Context: an optimization exercise on an open-source flow, tuned for small area and a short achievable clock period. The choices shown serve that exercise and are no tape-out recipe.
Only simulation tests tie the RTL to the original design; equivalence was not proved.
Power is estimated from default activity; no workload was simulated.

==> design/flow/design.v <==
module THCSR_REG (
	input wire clk,
	input wire rst_n,
	input wire [11:0] addr,
	input wire wr_en,
	input wire [31:0] wr_data,
	input wire dbg_mode,
	output wire [31:0] rd_data	
);
	localparam THCSR_ADDR = 12'h1C;
	wire next_halt_req_mux_sel;
	wire next_halt_req_mux_out;
	wire halt_ack;
	reg halt_req;
	always @(posedge clk or negedge rst_n) begin
		if(~rst_n) begin
			halt_req <= 1'b0;
		end else begin
			halt_req <= next_halt_req_mux_out;
		end
	end
	assign halt_ack = halt_req && dbg_mode;
	assign next_halt_req_mux_sel = wr_en & (addr == THCSR_ADDR);
	assign next_halt_req_mux_out = next_halt_req_mux_sel ? wr_data[0] : halt_req;
	assign rd_data = {30'h0,halt_ack,halt_req};
endmodule
module TISR_REG (
	input wire clk,
	input wire rst_n,
	input wire [31:0] wr_data,
    input wire wr_en,
	input wire [11:0] addr,
	input wire cmp,	
	input wire int_en,
	output wire [31:0] rd_data
);
	localparam TISR_ADDR = 12'h18;
	wire int_mux_sel;
	wire clear_mux_sel;
	wire int_mux_out;
	wire clear_mux_out;
	reg int_st;
	always @(posedge clk or negedge rst_n) begin
		if(~rst_n) begin
			int_st <= 1'b0;	
		end else begin
			int_st <= clear_mux_out;
		end
	end
	assign clear_mux_out = clear_mux_sel ? 1'b0 : int_mux_out;
	assign int_mux_out = int_mux_sel ? 1'b1 : int_st;
	assign int_mux_sel = int_en && cmp;
	assign clear_mux_sel = wr_en & wr_data[0] & (addr == TISR_ADDR); 
	assign rd_data = {31'b0,int_st};
endmodule
module TIER_REG (
	input wire clk,
	input wire rst_n,	
	input wire [31:0] wr_data,
	input wire [11:0] addr,
	input wire wr_en,
	output wire [31:0] rd_data
);
	localparam TIER_ADDR = 12'h14;
	wire next_int_en_mux_sel;
	wire next_int_en;
	reg int_en;
	always @(posedge clk or negedge rst_n) begin
		if(~rst_n) begin
			int_en <= 1'b0;	
		end else begin
			int_en <= next_int_en;
		end
	end
	assign next_int_en = next_int_en_mux_sel ? wr_data[0] : int_en; 
	assign next_int_en_mux_sel = (addr == TIER_ADDR) & wr_en;
	assign rd_data = {31'h0,int_en};
endmodule
module TCR_REG (
	input wire  clk             ,
	input wire  rst_n           ,
	input wire  wr_en           ,
	input wire  [11:0] addr     ,
	input wire  [31:0] wr_data  ,
	output wire [31:0] rd_data  ,
	output wire        p_error  
);
	localparam TCR_ADDR = 12'h0;
	reg       timer_en ;
	reg       div_en   ;
	reg [3:0] div_val  ;
	wire       less_9           ;
	wire       addr_en          ;
	wire       timer_en_mux_sel ;
	wire       div_en_mux_sel   ;
	wire       div_val_mux_sel  ;
	wire       next_timer_en    ;
	wire       next_div_en      ;
	wire [3:0] next_div_val     ;
	wire       more_9_error     ;
	wire       write_error      ;
	always @(posedge clk or negedge rst_n) begin
		if(~rst_n) begin
			timer_en <= 1'b0;
		end else if (p_error) begin
			timer_en <= timer_en;
		end else begin
			timer_en <= next_timer_en;
		end
	end
	always @(posedge clk or negedge rst_n) begin
		if(~rst_n) begin
			div_en <= 1'b0;
		end else if (p_error) begin
			div_en <= div_en;
		end else begin
			div_en <= next_div_en;
		end
	end
	always @(posedge clk or negedge rst_n) begin
		if(~rst_n) begin
			div_val <= 4'b0001;
		end else if (p_error) begin
			div_val <= div_val;
		end else begin
			div_val <= next_div_val;
		end
	end
	assign p_error = write_error || more_9_error;
	assign write_error = timer_en_mux_sel && (wr_data[0] || timer_en) && ({wr_data[11:8],wr_data[1]} != {div_val,div_en});
	assign more_9_error = ~less_9 && div_en_mux_sel; 
	assign next_timer_en = timer_en_mux_sel ? wr_data[0] : timer_en;                   
	assign next_div_en = div_en_mux_sel ? wr_data[1] : div_en;
	assign next_div_val = div_val_mux_sel ? wr_data[11:8] : div_val;
	assign div_val_mux_sel = less_9 & div_en_mux_sel;
	assign div_en_mux_sel = (~(wr_data[0] || timer_en)) && timer_en_mux_sel;
	assign timer_en_mux_sel = addr_en & wr_en;
	assign addr_en = (addr == TCR_ADDR);
	assign less_9 = (~(|wr_data[10:8])) | (~wr_data[11]);
	assign rd_data = {20'h0,div_val,6'b0,div_en,timer_en};
endmodule
module TCMP0_REG (
	input wire clk,
	input wire rst_n,
	input wire [11:0] addr,
	input wire [31:0] wr_data,
	input wire wr_en,
	output wire [31:0] rd_data
);
	localparam TCMP0_ADDR = 12'h0c;
	reg [31:0] tcmp0_reg;
	wire next_tcmp0_mux_sel;
	wire [31:0] next_tcmp0;
	always @(posedge clk or negedge rst_n) begin
		if(~rst_n) begin
			tcmp0_reg <= 32'hFFFF_FFFF;
		end else begin
			tcmp0_reg <= next_tcmp0;
		end
	end
	assign next_tcmp0 = next_tcmp0_mux_sel ? wr_data : tcmp0_reg;
	assign next_tcmp0_mux_sel = wr_en & (addr == TCMP0_ADDR);
	assign rd_data = tcmp0_reg;
endmodule 
module TCMP1_REG (
	input wire clk,
	input wire rst_n,
	input wire [11:0] addr,
	input wire [31:0] wr_data,
	input wire wr_en,
	output wire [31:0] rd_data
);
	localparam TCMP1_ADDR = 12'h10;
	reg [31:0] tcmp1_reg;
	wire next_tcmp1_mux_sel;
	wire [31:0] next_tcmp1;
	always @(posedge clk or negedge rst_n) begin
		if(~rst_n) begin
			tcmp1_reg <= 32'hFFFF_FFFF;
		end else begin
			tcmp1_reg <= next_tcmp1;
		end
	end
	assign next_tcmp1 = next_tcmp1_mux_sel ? wr_data : tcmp1_reg;
	assign next_tcmp1_mux_sel = wr_en & (addr == TCMP1_ADDR);
	assign rd_data = tcmp1_reg;
endmodule 
module TDR0_REG (
	input wire wr_en,
	input wire [11:0] addr,
	input wire [31:0] wr_data,
	input wire [31:0] lsb_count,
	output wire [31:0] rd_data,
	output wire [31:0] wr_count,
	output wire tdr0_wr_en
);
	localparam TDR0_ADDR = 12'h4;
	wire addr_en;
	assign wr_count = wr_data;
	assign tdr0_wr_en = addr_en && wr_en;
	assign addr_en = (addr == TDR0_ADDR);
	assign rd_data = lsb_count;
endmodule
module TDR1_REG (
	input wire wr_en,
	input wire [11:0] addr,
	input wire [31:0] wr_data,
	input wire [31:0] msb_count,
	output wire [31:0] rd_data,
	output wire [31:0] wr_count,
	output wire tdr1_wr_en
);
	localparam TDR1_ADDR = 12'h8;
	wire addr_en;
	assign wr_count = wr_data;
	assign tdr1_wr_en = addr_en && wr_en;
	assign addr_en = (addr == TDR1_ADDR);
	assign rd_data = msb_count;
endmodule
module REGISTER (
	input wire clk            ,
	input wire rst_n          ,
	input wire [11:0] addr    ,
	input wire [31:0] wr_data ,
	input wire wr_en          ,
	input wire rd_en          ,
	input wire [63:0] counter ,
	input wire dbg_mode       ,
	output reg [31:0] rd_data,
	output wire interrupt     ,
	output wire div_en        ,
	output wire [3:0] div_val ,
	output wire halt_req      ,
	output wire timer_en      ,
	output wire tdr0_wr_en    ,
	output wire tdr1_wr_en    ,
	output wire [31:0] wr_count
);
	wire [31:0] rd_data_tcr;
	wire [31:0] rd_data_tdr0;
	wire [31:0] rd_data_tdr1;
	wire [31:0] rd_data_tcmp0;
	wire [31:0] rd_data_tcmp1;
	wire [31:0] rd_data_tier;
	wire [31:0] rd_data_tisr;
	wire [31:0] rd_data_thcsr; 
	wire        cmp;
	assign div_val  = rd_data_tcr[11:8];
	assign div_en   = rd_data_tcr[1];
	assign halt_req = rd_data_thcsr[1];
	assign timer_en = rd_data_tcr[0];
	always @(*) begin
		if(rd_en) begin
			case(addr)
				12'h00:
					rd_data = rd_data_tcr;
				12'h04:
					rd_data = rd_data_tdr0;
				12'h08:
					rd_data = rd_data_tdr1;
				12'h0c:
					rd_data = rd_data_tcmp0;
				12'h10:
					rd_data = rd_data_tcmp1;
				12'h14:
					rd_data = rd_data_tier;
				12'h18:
					rd_data = rd_data_tisr;
				12'h1c:
					rd_data = rd_data_thcsr;
				default:
					rd_data = 32'h0;
			endcase
		end else begin
			rd_data = 32'h0;
		end
	end 
	assign cmp = ({rd_data_tcmp1,rd_data_tcmp0} == counter);
	assign interrupt = rd_data_tisr[0] & rd_data_tier[0];
	TCR_REG M_TCR_REG (            
		.clk     (clk     ),
		.rst_n   (rst_n),
		.addr    (addr),
		.wr_data (wr_data),
		.wr_en   (wr_en),
		.rd_data (rd_data_tcr)
	);
	THCSR_REG M_THCSR_REG (      
		.clk(clk),
		.rst_n(rst_n),
		.addr(addr),
		.wr_data(wr_data),
		.rd_data(rd_data_thcsr),
		.wr_en(wr_en),
		.dbg_mode(dbg_mode)
	);
	TISR_REG M_TISR_REG (      
		.clk(clk),
		.rst_n(rst_n),
		.addr(addr),
		.wr_data(wr_data),
		.rd_data(rd_data_tisr),
		.wr_en(wr_en),
		.cmp(cmp),
		.int_en(rd_data_tier[0])
	);
	TIER_REG M_TIER_REG (     
		.clk(clk),
		.rst_n(rst_n),
		.addr(addr),
		.wr_data(wr_data),
		.wr_en(wr_en),
		.rd_data(rd_data_tier)
	);
	TCMP0_REG M_TCMP0_REG (    
		.clk(clk),
		.rst_n(rst_n),
		.addr(addr),
		.wr_data(wr_data),
		.wr_en(wr_en),
		.rd_data(rd_data_tcmp0)
	);
	TCMP1_REG M_TCMP1_REG (    
		.clk(clk),
		.rst_n(rst_n),
		.addr(addr),
		.wr_data(wr_data),
		.wr_en(wr_en),
		.rd_data(rd_data_tcmp1) 
	);
	TDR0_REG M_TDR0_REG (    
		.wr_en(wr_en),
		.addr(addr),
		.wr_data(wr_data),
		.lsb_count(counter[31:0]),
		.rd_data(rd_data_tdr0),
		.wr_count(wr_count),
		.tdr0_wr_en(tdr0_wr_en)
	);
	TDR1_REG M_TDR1_REG (     
		.wr_en(wr_en),
		.addr(addr),
		.wr_data(wr_data),
		.msb_count(counter[63:32]),
		.rd_data(rd_data_tdr1),
		.wr_count(),
		.tdr1_wr_en(tdr1_wr_en)
	);
endmodule
module rom (
	input  wire [3:0] div_val,
	output reg [7:0] val_overflow
);
	always @(*) begin
		case(div_val) 
			4'b0001:
				val_overflow = 8'b1        ;
			4'b0010:
				val_overflow = 8'b11       ;
			4'b0011:
				val_overflow = 8'b111      ;
			4'b0100:
				val_overflow = 8'b1111     ;
			4'b0101:
				val_overflow = 8'b1_1111   ;
			4'b0110:
				val_overflow = 8'b11_1111  ;
			4'b0111:
				val_overflow = 8'b111_1111 ;
			4'b1000:
				val_overflow = 8'b1111_1111;
			default:
				val_overflow = 8'b0;
		endcase
	end
endmodule 
module COUNTER (
	input wire clk	          ,
	input wire rst_n          ,
	input wire [3:0] div_val  ,   
	input wire div_en         ,	  
	input wire halt_req       ,   
	input wire timer_en       ,   
	input wire [31:0] wr_data ,
	input wire tdr1_wr_en     ,
	input wire tdr0_wr_en     ,
	output wire [63:0] counter
);
	reg        timer_en_reg_neg;
	wire        timer_en_neg;
	always @(posedge clk or negedge rst_n) begin
		if(~rst_n) begin
			timer_en_reg_neg <= 1'b0;
		end else begin
			timer_en_reg_neg <= timer_en;
		end
	end
	assign timer_en_neg = timer_en_reg_neg && (~timer_en);
	reg [7:0] counter_in;
	wire rst_counter_in_mux_sel;
	wire [7:0] next_counter_in;
	wire rst_counter_in;
	wire [7:0] halt_req_mux_out;
	always @(posedge clk or negedge rst_n) begin
		if(~rst_n) begin
			counter_in <= 8'b0;
		end else if (timer_en_neg) begin
			counter_in <= 8'h0;
		end else begin
			counter_in <= next_counter_in;
		end
	end
	assign halt_req_mux_out = halt_req ? counter_in : counter_in + 1'b1;
	assign next_counter_in = rst_counter_in_mux_sel ? 8'h0 : halt_req_mux_out;
	assign rst_counter_in_mux_sel = (~timer_en) | (rst_counter_in && ~halt_req);
	wire counter_en;
	wire counter_en_mux_sel;
	wire [7:0] val_overflow;
	rom ROM (
	.div_val(div_val),
	.val_overflow(val_overflow)
	);
	assign counter_en = halt_req ? 1'b0 : ~timer_en ? 1'b0 : counter_en_mux_sel ? 1'b1 : rst_counter_in;
	assign rst_counter_in = counter_in == val_overflow;
	assign counter_en_mux_sel = (~div_en) | ((div_val == 4'b0000) & div_en);
	wire [63:0] counter_plus;
	wire [31:0] next_counter_lsb;
	wire [31:0] next_counter_msb;
	reg [31:0] counter_lsb;
	reg [31:0] counter_msb;
	always @(posedge clk or negedge rst_n) begin
		if(~rst_n) begin
			counter_lsb <= 32'b0;
			counter_msb <= 32'b0;
		end else if(timer_en_neg) begin
			counter_lsb <= 32'b0;
			counter_msb <= 32'b0;
		end else begin
			counter_lsb <= next_counter_lsb;
			counter_msb <= next_counter_msb;
		end
	end
	assign counter_plus = {counter_msb,counter_lsb} + 1'b1; 
	assign next_counter_lsb = tdr0_wr_en ? wr_data : counter_en ? counter_plus[31: 0] : counter_lsb;
	assign next_counter_msb = tdr1_wr_en ? wr_data : counter_en ? counter_plus[63:32] : counter_msb;
	assign counter = {counter_msb, counter_lsb};
endmodule
module APB_SLAVE (  
	input wire clk,
	input wire rst_n,
	input wire psel,
	input wire penable,
	input wire pwrite,
	input wire [ 3:0] pstrb,
	input wire [31:0] apb_wr_data,
	output wire [31:0] reg_wr_data,
	output reg pready,
	output wire wr_en,
	output wire rd_en
);
	localparam IDLE     = 2'b00;
	localparam SETUP    = 2'b01;
	localparam ACCESS   = 2'b10;
	reg [31:0] data_strb ;
	reg [ 1:0] p_state   ;
	reg [ 1:0] n_state   ;
	reg [ 1:0] p_state_ff;
	always @(posedge clk or negedge rst_n) begin
		if(~rst_n) begin
			p_state_ff <= IDLE;
		end else begin
			p_state_ff <= p_state;
		end
	end
	always @(*) begin
		pready = (p_state_ff == SETUP) && (p_state == ACCESS);
	end
	assign wr_en = pready &&  pwrite;
	assign rd_en = pready && ~pwrite;
	always @(posedge clk or negedge rst_n) begin
		if(~rst_n) begin
			p_state <= IDLE    ;
		end else begin
			p_state <= n_state ;
		end
	end
	always @(*) begin
		case(p_state)
			IDLE: begin
				if(psel) begin
					n_state = SETUP;
				end else begin
					n_state = IDLE;
				end
			end
			SETUP: begin
				if(psel && penable) begin
					n_state = ACCESS;
				end else begin
					n_state = SETUP;
				end
			end
			ACCESS: begin
				if(psel && penable) begin
					n_state = ACCESS;
				end else if (psel && ~penable) begin
					n_state = SETUP;
				end else if (~psel && ~penable) begin
					n_state = IDLE;
				end else begin
					n_state = IDLE;
				end
			end
			default:
				n_state = IDLE;
		endcase
	end
	assign reg_wr_data = apb_wr_data & { {8{pstrb[3]}}, {8{pstrb[2]}}, {8{pstrb[1]}}, {8{pstrb[0]}} };
endmodule
module TIMER_TOP (
	input wire        sys_clk,
	input wire        sys_rst_n,
	input wire        tim_psel,
	input wire        tim_write,
	input wire        tim_penable,
	input wire [11:0] tim_paddr,
	input wire [31:0] tim_pwdata,
	output wire [31:0] tim_prdata,
	input  wire [3:0] tim_pstrb,
	output wire tim_pready,
	output wire tim_int,
	input wire dbg_mode 
);
	wire [31:0] reg_wr_data; 
	wire        wr_en, rd_en;
	wire div_en;
	wire [3:0] div_val;
	wire timer_en;
	wire tdr0_wr_en;
	wire tdr1_wr_en;
	wire [31:0] wr_count;
	wire [63:0] counter;
	wire halt_req;
	APB_SLAVE M_APB_SLAVE (
		.clk(sys_clk),
		.rst_n(sys_rst_n),
		.psel(tim_psel),
		.penable(tim_penable),
		.pwrite(tim_write),
		.pstrb(tim_pstrb),
		.apb_wr_data(tim_pwdata),
		.reg_wr_data(reg_wr_data),
		.pready(tim_pready),
		.wr_en(wr_en),
		.rd_en(rd_en)
	);
	REGISTER M_REGISTER (
		.clk     (sys_clk)     ,
		.rst_n   (sys_rst_n)   ,
		.addr    (tim_paddr)   ,
		.wr_data (reg_wr_data) ,
		.wr_en   (wr_en),
		.rd_en   (rd_en),
		.counter (counter),
		.dbg_mode (dbg_mode)    ,
		.rd_data (tim_prdata),
		.interrupt   (tim_int)  ,
		.div_en      (div_en)  ,
		.div_val (div_val),
		.halt_req   (halt_req)   ,
		.timer_en    (timer_en)  ,
		.tdr0_wr_en    (tdr0_wr_en),
		.tdr1_wr_en    (tdr1_wr_en),
		.wr_count	(wr_count)
	);
	COUNTER M_COUNTER (
		.clk  (sys_clk)	          ,
		.rst_n       (sys_rst_n)   ,
		.div_val  (div_val),   
		.div_en      (div_en)   ,	  
		.halt_req     (halt_req)  ,   
		.timer_en      (timer_en) ,   
		.wr_data (wr_count),
		.tdr1_wr_en     (tdr1_wr_en),
		.tdr0_wr_en   (tdr0_wr_en)  ,
		.counter(counter)
	);
endmodule
==> design/flow/run.sh <==
#!/bin/bash
# synth_recipe.tcl (not shown) runs the flow's synth.tcl, then flattens the netlist and writes it again
# the make line also repeats each setting of config.mk as NAME=value (left out here)
make -C /OpenROAD-flow-scripts/flow DESIGN_CONFIG=/design/flow/config.mk WORK_HOME=/design/flow/orfs CLKGATE_MAP_FILE= SYNTH_SCRIPT=/design/flow/synth_recipe.tcl finish
==> design/flow/config.mk <==
export PLATFORM = sky130hd
export DESIGN_NAME = TIMER_TOP
export DESIGN_NICKNAME = TIMER_TOP
export VERILOG_FILES = /design/flow/design.v
export SDC_FILE = /design/flow/constraint.sdc
export NUM_CORES = 4
export LEC_CHECK = 0
export CAP_MARGIN = 20
export CORE_MARGIN = 2
export CORE_UTILIZATION = 40
export SLEW_MARGIN = 20
==> design/flow/constraint.sdc <==
create_clock -name core_clock -period 5.5 [get_ports {sys_clk}]
set_input_delay 1.1000 -clock core_clock [delete_from_list [all_inputs] [get_ports {sys_clk}]]
set_output_delay 1.1000 -clock core_clock [all_outputs]
set_load 0.01 [all_outputs]
==> out/metrics.cfg <==
[status]
outcome=complete, no violations

[final_layout]
n_fill_cell=2396
layout_common_cells=nand2_1, o21ai_0, clkdlybuf4s50_1, dfrtp_1, a21oi_1
design_area_um2=11500
drive_gt1_share_pct=13.8
nets=1219
antenna_cells=0
multi_input_comb_area_um2=5490
layout.area.seq_um2=3830
finish.cell_count_without_fillers=1500
areaGrowthSynthToFinish_pct=17.9
final_common_cell=nand2_1
finish.utilization_pct=47.7

[yosys]
yosys_warnings=10
synth_enable_flop_cells=0
netlist_area_um2=9750
ys_async_sr_fraction_pct=100
synth.largest_area_cell=dfrtp_1
synth-seq-area-share_pct=39.3
netlist-cell-type-count=67
ys_seq_elements=150
postSynthNetCount=1186
yosys.area.top_type_share_pct=21.8
synth-main-ff-cell=dfrtp_1
synth_top_cells_by_area=dfrtp_1, dfstp_2, xnor2_1
postSynthCellCount=1130
syn_avg_cell_area_um2=8.63

[power]
power.switching_uw=566
power_frac_seq_pct=46.1
power_frac_comb_pct=4.8
powerDensity_nw_per_um2=210
max-vdd-ir-drop_uv=194
p_leak_uw=0.00397
power.clock.fraction_pct=49.1
p_int_uw=1850
switching_share_pct=23.4

[clock_tree]
clock_path_buffers=2
clock-sinks=150
cts.reportedPaths.clkPinSlew_ns=0.06
cts.hold.buffers_added=0
tritoncts=built
post_cts_resize_count=0
post_cts.repair.setup_buffers=0
cts_inserted_buffers=17
cts-htree-levels=4
clk_latency_ns=0.43
clock_root_buffer=clkbuf_16

[timing]
setup_violations=0
maxSlewViolCount=0
final_min_period_ns=5.11
actual_transition_at_the_worst_max_transition_pin_ns=0.951
maxSlewHeadroom_pct=36.1
worst_clock_skew_ns=0.0142
max_freq_ghz=0.196
rsz0062_at_grt=false
final-hold-violation-count=0
timing.final.crit_share_pct=92.9
setup_total_negative_slack_ns=0
timing.final.ws_setup_ns=0.391

[global_route]
met2_routing_resource_usage_after_global_routing_pct=41.1
grt.busiest_layer=met2
grt_pass1_vias=8801
global_route_wire_length_before_repair_um=53200
grt_start_max_net_pins=74
groute.layer.met1.usage_pct=37.5
grt_use_met3_pct=5.77
grt_overflow=0
groute.usage.overall_pct=26.8
number_of_antenna_violations_at_the_first_check_in_global_routing=0

[worst_setup_path]
rr_startpoint=M_REGISTER.M_TCR_REG.div_val[0]
worst_setup_path_endpoint=tim_prdata[6]
startpoint=tim_paddr[9]
cp_max_fo=26
r2r_setup_slack_ns=1.63
data_required_critical_path_ns=4.40
reg2reg_depth=8
worst_r2r_endpoint=M_COUNTER.counter_lsb[7]
worst_setup_path_start_kind=input port
crit_arrival_ns=4.01
setup.worst_path.end_class=primary output
worstSetupPathType=input port to primary output

[routing]
post_detailed_route_drc_marker_count=0
detailedRoute.firstPassIterationCount=5
route.detailed.wl_per_inst_um=22.8
drt_wl_total_um=34200
viasPerCell=6.02
routed-via-count=9034
ant_nets=0
drtIter0Drc=860

[placement]
post_dp_area_um2=10900
dp_hpwl_um=23500
place_worst_setup_slack_ns=0.395
gp_congestion=0.936
port_buffers=87
place.detailed.instances=1468

[die]
rows=57
io_pins=88
die_y_um=160
die_w_um=160
starting_utilization_of_the_core_area_pct=40.4
core_region_area_um2=24100
dieArea_um2=25600

[hold_path]
min-delay-path-class=flip-flop to flip-flop

[job]
cap_viol_max_count=0

## synth_stat cells (31+ instances only)
| master | n |
|---|---|
| nand4_1 | 31 |
| nand3_1 | 36 |
| dfstp_2 | 65 |
| dfrtp_1 | 85 |
| clkbuf_1 | 79 |
| nor3_1 | 46 |
| a22oi_1 | 57 |
| a21oi_1 | 85 |
| nand2_1 | 136 |
| o21ai_0 | 95 |
| inv_1 | 31 |
| xnor2_1 | 83 |
## kinds of logic (layout without fill, tap and decap cells)
kind of cell | Yosys count | count (layout) | synth area share, %
multiplexers | 16 | 16 | 2.32
adder cells (fa/ha/maj) | 2 | 2 | 0.257
AND/OR/NAND/NOR | 392 | 392 | 21.8
flip-flops | 150 | 150 | 39.3
XOR/XNOR | 102 | 102 | 9.16
AO/OA/AOI/OAI | 342 | 342 | 22.1
buffers and inverters | 126 | 172 | 5.02
## power groups by stage
stage               combinational, uW  sequential (uW)  clock, uW
finish                            115             1120       1190
global route                      126             1120       1230
CTS                               116             1120       1190
detailed placement                116             1130          0
global placement                  116             1130          0
floorplan                        32.0             1130          0
## critical path, stage by stage
cell and delay (ns):
clkdlybuf4s50_1 0.39, or4_1 0.57, nor4_2 0.23, buf_4 0.23, and2_1 0.14, buf_4 0.37
a22oi_1 0.12, a21oi_1 0.26, clkdlybuf4s50_1 0.58
## through the flow
| step | hold slack [ns] | total power (uW) |
|---|---|---|
| 6_report | 0.468 | 2420 |
| 5_1_grt | 0.484 | 2470 |
| 4_1_cts | 0.466 | 2430 |
| 3_5_place_dp | 0.452 | 1250 |
| 3_3_place_gp | 0.448 | 1250 |
| 2_1_floorplan | 0.352 | 1160 |
## final cells by class
| class | count | area share, % |
|---|---|---|
| multi-input cells | 854 | 47.8 |
| flip-flops and latches | 150 | 33.4 |
| repair buffers | 109 | 9.24 |
| clock buffers | 20 | 3.97 |
| well taps | 324 | 3.53 |
| clock inverters | 12 | 1.10 |
| inverters | 31 | 1.01 |
## per-layer routing
layer | share of wire [%] | vias to the layer above
met1 | 44 | 4388
met5 | 0 | -
li1 | - | 4203
met2 | 45 | 395
met3 | 8.1 | 48
met4 | 2.6 | 0
## how the worst min path moves through the flow
stage	start	cells after the start	end
final	M_APB_SLAVE.p_state[1]	0	M_APB_SLAVE.p_state_ff[1]
after global routing	M_APB_SLAVE.p_state[0]	0	M_APB_SLAVE.p_state_ff[0]
after floorplan	M_REGISTER.M_TCR_REG.timer_en	0	M_COUNTER.timer_en_reg_neg
after global placement	M_APB_SLAVE.p_state[1]	0	M_APB_SLAVE.p_state_ff[1]
after detailed placement	M_APB_SLAVE.p_state[1]	0	M_APB_SLAVE.p_state_ff[1]
after CTS	M_APB_SLAVE.p_state[1]	0	M_APB_SLAVE.p_state_ff[1]

-- what the ideal ports hide --
Ports are ideal in the flow. The routed layout listed here was re-timed in OpenROAD. Step 1: set_driving_cell puts a clkbuf_16 on sys_clk and a buf_2 on each other input, an assumption about the parent block. Step 2, shift: input delay + t, output delay - t, t = (earliest + latest rising clock arrival at the registers) / 2. This alone moves slack from input paths to output paths. Three values: ideal, step 1, step 2; two values: the first two.
shift t [ns]: 0.470
slack for setup (ns): 0.391 / 0.362 / 0.362
hold WS [ns]: 0.468 / 0.468 / 0.468
After both steps this run still meets setup and hold. For this run, drivers alone change the setup slack by -0.029 ns; drivers and shift together by -0.029 ns.
